This is an optimization exercise on Yosys and OpenROAD, whose aim is small area, not a production implementation. Where RTL was checked, it was by simulation tests only, not by an equivalence proof against the original.

==> run E <==
// STDPmodel
module STDPmodel (reset, clk, T_pre, T_post, W_previous, W_new);
Settings: LEC_CHECK=0, CAP_MARGIN=20, CORE_MARGIN=2, CORE_UTILIZATION=60, SLEW_MARGIN=20, SYNTH_HIERARCHICAL=1, SYNTH_MINIMUM_KEEP_SIZE=0; clock period 25.0 ns.
run.sh (not shown) runs the stock make flow with config.mk's settings and CLKGATE_MAP_FILE= SYNTH_SCRIPT=/design/flow/synth_recipe.tcl, a recipe that flattens the netlist after the stock synthesis.
==> inputs of run Z, as changes to run E <==
- CORE_UTILIZATION: 60 -> 40
==> results.txt <==
Area overhead of the layout relative to synthesis: run E 7.533%; run Z 8.704%
Max_slew headroom: run E 0.4033; run Z 0.3644
Average wire length per cell after detail routing: run E 20.60 um; run Z 19.21 um
DIE HEIGHT: run E 161.3 um; run Z 196.7 um
Core occupancy in the finished layout: run E 0.6566; run Z 0.4409
Vias after detailed routing: run E 11040; run Z 10850
Number of buffer and inverter instances along the worst setup path: run E 4; run Z 3
Antenna violations before repair: run E 0; run Z 1
Proportion of cell area occupied by multi-input gates: run E 0.8361; run Z 0.8273
Die ar.: run E 26020 um^2; run Z 38680 um^2
Global routing met3 resource utilization: run E 0.04135; run Z 0.02173
Upper clock frequency limit: run E 0.04087 GHz; run Z 0.04089 GHz
Buffers excl. clock: run E 140; run Z 139
Minimum clock period after layout: run E 24.47 ns; run Z 24.46 ns
Met1 track demand over resource: run E 0.4204; run Z 0.2896
Proportion of layout cells with a drive suffix above 1: run E 0.04873; run Z 0.04876
Width of the die: run E 161.3 um; run Z 196.7 um
Tightest hold margin: run E 5.339 ns; run Z 5.367 ns
Core Area: run E 24320 um^2; run Z 36610 um^2
Outcome: run E no timing/DRC/antenna violations; run Z no timing/DRC/antenna violations

* * *

==> job 1102 <==
Another version of the RTL of STDPmodel (not shown whole).
==> flow/design.v (excerpt) <==
module STDPmodel (reset, clk, T_pre, T_post, W_previous, W_new);
  input reset;
  input clk;
  input [31:0] T_pre;
  input [31:0] T_post;
  input [31:0] W_previous;
  output [31:0] W_new;
  reg [22:0] r2;
  reg s;
  reg A;
  wire a0 = T_post[0] & ~T_pre[0];
  wire a1 = ~(T_post[0] ^ T_pre[0]);
  wire a2 = T_post[1] & ~T_pre[1];
  wire a3 = ~(T_post[1] ^ T_pre[1]);
  wire a4 = T_post[2] & ~T_pre[2];
  wire a5 = ~(T_post[2] ^ T_pre[2]);
  wire a6 = T_post[3] & ~T_pre[3];
  wire a7 = ~(T_post[3] ^ T_pre[3]);
  wire a8 = T_post[4] & ~T_pre[4];
  wire a9 = ~(T_post[4] ^ T_pre[4]);
  wire a10 = T_post[5] & ~T_pre[5];
  wire a11 = ~(T_post[5] ^ T_pre[5]);
  wire a12 = T_post[6] & ~T_pre[6];
  wire a13 = ~(T_post[6] ^ T_pre[6]);
  wire a14 = T_post[7] & ~T_pre[7];
  wire a15 = ~(T_post[7] ^ T_pre[7]);
  wire a16 = T_post[8] & ~T_pre[8];
  wire a17 = ~(T_post[8] ^ T_pre[8]);
  wire a18 = T_post[9] & ~T_pre[9];
  wire a19 = ~(T_post[9] ^ T_pre[9]);
  wire a20 = T_post[10] & ~T_pre[10];
  wire a21 = ~(T_post[10] ^ T_pre[10]);
  wire a22 = T_post[11] & ~T_pre[11];
  wire a23 = ~(T_post[11] ^ T_pre[11]);
  wire a24 = T_post[12] & ~T_pre[12];
  wire a25 = ~(T_post[12] ^ T_pre[12]);
  wire a26 = T_post[13] & ~T_pre[13];
  wire a27 = ~(T_post[13] ^ T_pre[13]);
  wire a28 = T_post[14] & ~T_pre[14];
  wire a29 = ~(T_post[14] ^ T_pre[14]);
  wire a30 = T_post[15] & ~T_pre[15];
  wire a31 = ~(T_post[15] ^ T_pre[15]);
  wire a32 = T_post[16] & ~T_pre[16];
  wire a33 = ~(T_post[16] ^ T_pre[16]);
  wire a34 = T_post[17] & ~T_pre[17];
  wire a35 = ~(T_post[17] ^ T_pre[17]);
  ...
export LEC_CHECK = 0
export ABC_AREA = 1
export CAP_MARGIN = 0
export CORE_MARGIN = 2
export CORE_UTILIZATION = 40
export CTS_BUF_LIST = sky130_fd_sc_hd__clkbuf_8
export SLEW_MARGIN = 0
export SYNTH_HIERARCHICAL = 1
export SYNTH_MINIMUM_KEEP_SIZE = 0
create_clock -name core_clock -period 25.0 [get_ports {clk}]
standard.sh (not shown) runs the stock make flow with config.mk's settings and CLKGATE_MAP_FILE= SYNTH_SCRIPT=/design/flow/synth_recipe.tcl, a recipe that flattens the netlist after the stock synthesis.
==> flow/flow/run.sh <==
#!/bin/bash
set -euo pipefail
export BUFFER_PORTS_ARGS="-buffer_cell sky130_fd_sc_hd__buf_1"
bash standard.sh finish > flow_make.log 2>&1 || { tail -50 flow_make.log; exit 1; }
tail -5 flow_make.log
==> inputs of job 7070, as changes to job 1102 <==
==> flow/run.sh (new file) <==
#!/bin/bash
# synth_recipe.tcl (not shown) runs the flow's synth.tcl, then flattens the netlist and writes it again
# the make line also repeats each setting of config.mk as NAME=value (left out here)
make -C /OpenROAD-flow-scripts/flow DESIGN_CONFIG=/design/flow/config.mk WORK_HOME=/design/flow/orfs CLKGATE_MAP_FILE= SYNTH_SCRIPT=/design/flow/synth_recipe.tcl finish
CAP_MARGIN = 20   (was 0)
CTS_BUF_LIST = unset   (was sky130_fd_sc_hd__clkbuf_8)
SLEW_MARGIN = 20   (was 0)
removed: flow/flow/run.sh
removed: flow/standard.sh
==> inputs of job 1488, as changes to job 1102 <==
CAP_MARGIN = 20   (was 0)
CTS_BUF_LIST = unset   (was sky130_fd_sc_hd__clkbuf_8)
SLEW_MARGIN = 20   (was 0)
==> inputs of job 3659, as changes to job 1102 <==
CAP_MARGIN = 20   (was 0)
SLEW_MARGIN = 20   (was 0)
==> qor summary <==
| quantity | job 3659 | job 1102 | job 7070 | job 1488 |
|---|---|---|---|---|
| Final worst path period need | 23.15 ns | 23.15 ns | 23.26 ns | 23.16 ns |
| Layout buffer count excluding clock buffers | 130 | 130 | 132 | 130 |
| Worst path arrival time | 18.15 ns | 18.15 ns | 18.26 ns | 18.16 ns |
| Number of nets in the final layout | 1978 | 1978 | 1980 | 1978 |
| Layout area overhead | 5.35% | 5.35% | 10.4% | 5.60% |
| Multi-input logic portion of the cell area | 82.2% | 82.2% | 78.4% | 82.0% |
| Met2 Routed Length | 18.0 mm | 18.0 mm | 17.9 mm | 18.0 mm |
| Setup Slack @ Placement | 1.92 ns | 1.92 ns | 1.76 ns | 1.92 ns |
| DR WL met3 | 2.57 mm | 2.57 mm | 2.51 mm | 2.61 mm |
| Buffers & Inverters on Critical Path | 3 | 3 | 5 | 3 |
| Final RePlAce weighted congestion | 0.870 | 0.870 | 0.868 | 0.870 |
| Result of the run | complete, no violations | complete, no violations | complete, no violations | complete, no violations |
| Final worst-path setup slack | 1.85 ns | 1.85 ns | 1.74 ns | 1.84 ns |

* * *

==> inputs of v17 <==
Another version of the RTL of STDPmodel (not shown whole).
make LEC_CHECK=0 CAP_MARGIN=20 CORE_MARGIN=2 CORE_UTILIZATION=40 SLEW_MARGIN=20 SYNTH_HIERARCHICAL=1 SYNTH_MINIMUM_KEEP_SIZE=0 finish   # period 25.0 ns
run.sh (not shown) runs the stock make flow with config.mk's settings and CLKGATE_MAP_FILE= SYNTH_SCRIPT=/design/flow/synth_recipe.tcl, a recipe that flattens the netlist after the stock synthesis.
Stock flow here: none of the scripts above is used.
==> v30: changes against v17 <==
--- a/flow/design.v
+++ b/flow/design.v
@@ -5,4 +5,9 @@
   assign co = (a & b) | (c & (a ^ b));
 endmodule
+module BPP (one, two, neg, a, b, pp);
+  input one, two, neg, a, b;
+  output pp;
+  assign pp = ((one & a) | (two & b)) ^ neg;
+endmodule
 module HA (a, b, s, co);
   input a, b;
--- a/flow/config.mk
+++ b/flow/config.mk
@@ -6,4 +6,5 @@
 export NUM_CORES = 4
 export LEC_CHECK = 0
+export ABC_AREA = 1
 export CAP_MARGIN = 20
 export CORE_MARGIN = 2
==> results.txt <==
Drt total wl - 39,800 µm
Drt initial violations - 838
First-pass GRT wire length - 65,300 µm
Vias in the first global route - 12,481
Die Area - 0.0358 mm²
Outcome - finished clean
Post-Synth XOR/XNOR Area - 0.120
End of the critical path - W_new[17]
-- figures above: v30

==> results.txt <==
Outcome - finished clean
Drt total wl - 39,800 µm
End of the critical path - W_new[16]
Drt initial violations - 917
-- figures above: v17

Function not checked in v17: the RTL went through the layout flow alone.

## re-timing with driven ports
In the flow no input, the clock included, has a driving cell. The finished layouts below were timed again as built, in two steps.
Step 1 sets driving cells, clkbuf_16 on the clock port and buf_2 on the other inputs (assumed; they add their load-dependent delay and slew).
Step 2 adds t to the input delays and takes it off the output delays; t is the mean of the earliest and latest rising clock arrival at the registers after step 1. Input paths then give back, and output paths get back, about the clock's delay inside the block.
Slacks: no drivers / after step 1 / after step 2; pairs: no drivers / after step 1.
run | shift t [ns] | setup slack, ns | slew at the worst register clock pin (ns)
run E | 0.294 | 0.531 / 0.508 / 0.508 | 0.06 / 0.06
run Z | 0.290 | 0.543 / 0.520 / 0.520 | 0.06 / 0.06
job 1102 | 0.292 | 1.847 / 1.822 / 1.822 | 0.09 / 0.09
job 7070 | 0.290 | 1.737 / 1.708 / 1.708 | 0.06 / 0.06
job 1488 | 0.287 | 1.841 / 1.816 / 1.816 | 0.07 / 0.07
job 3659 | 0.292 | 1.847 / 1.822 / 1.822 | 0.09 / 0.09
v17 | 0.289 | 0.706 / 0.679 / 0.679 | 0.06 / 0.06
v30 | 0.293 | 1.608 / 1.584 / 1.584 | 0.06 / 0.06
After both steps every run listed still meets setup and hold. The setup slack of job 7070, which loses most, moves by -0.029 ns with the drivers and by -0.029 ns with both steps.
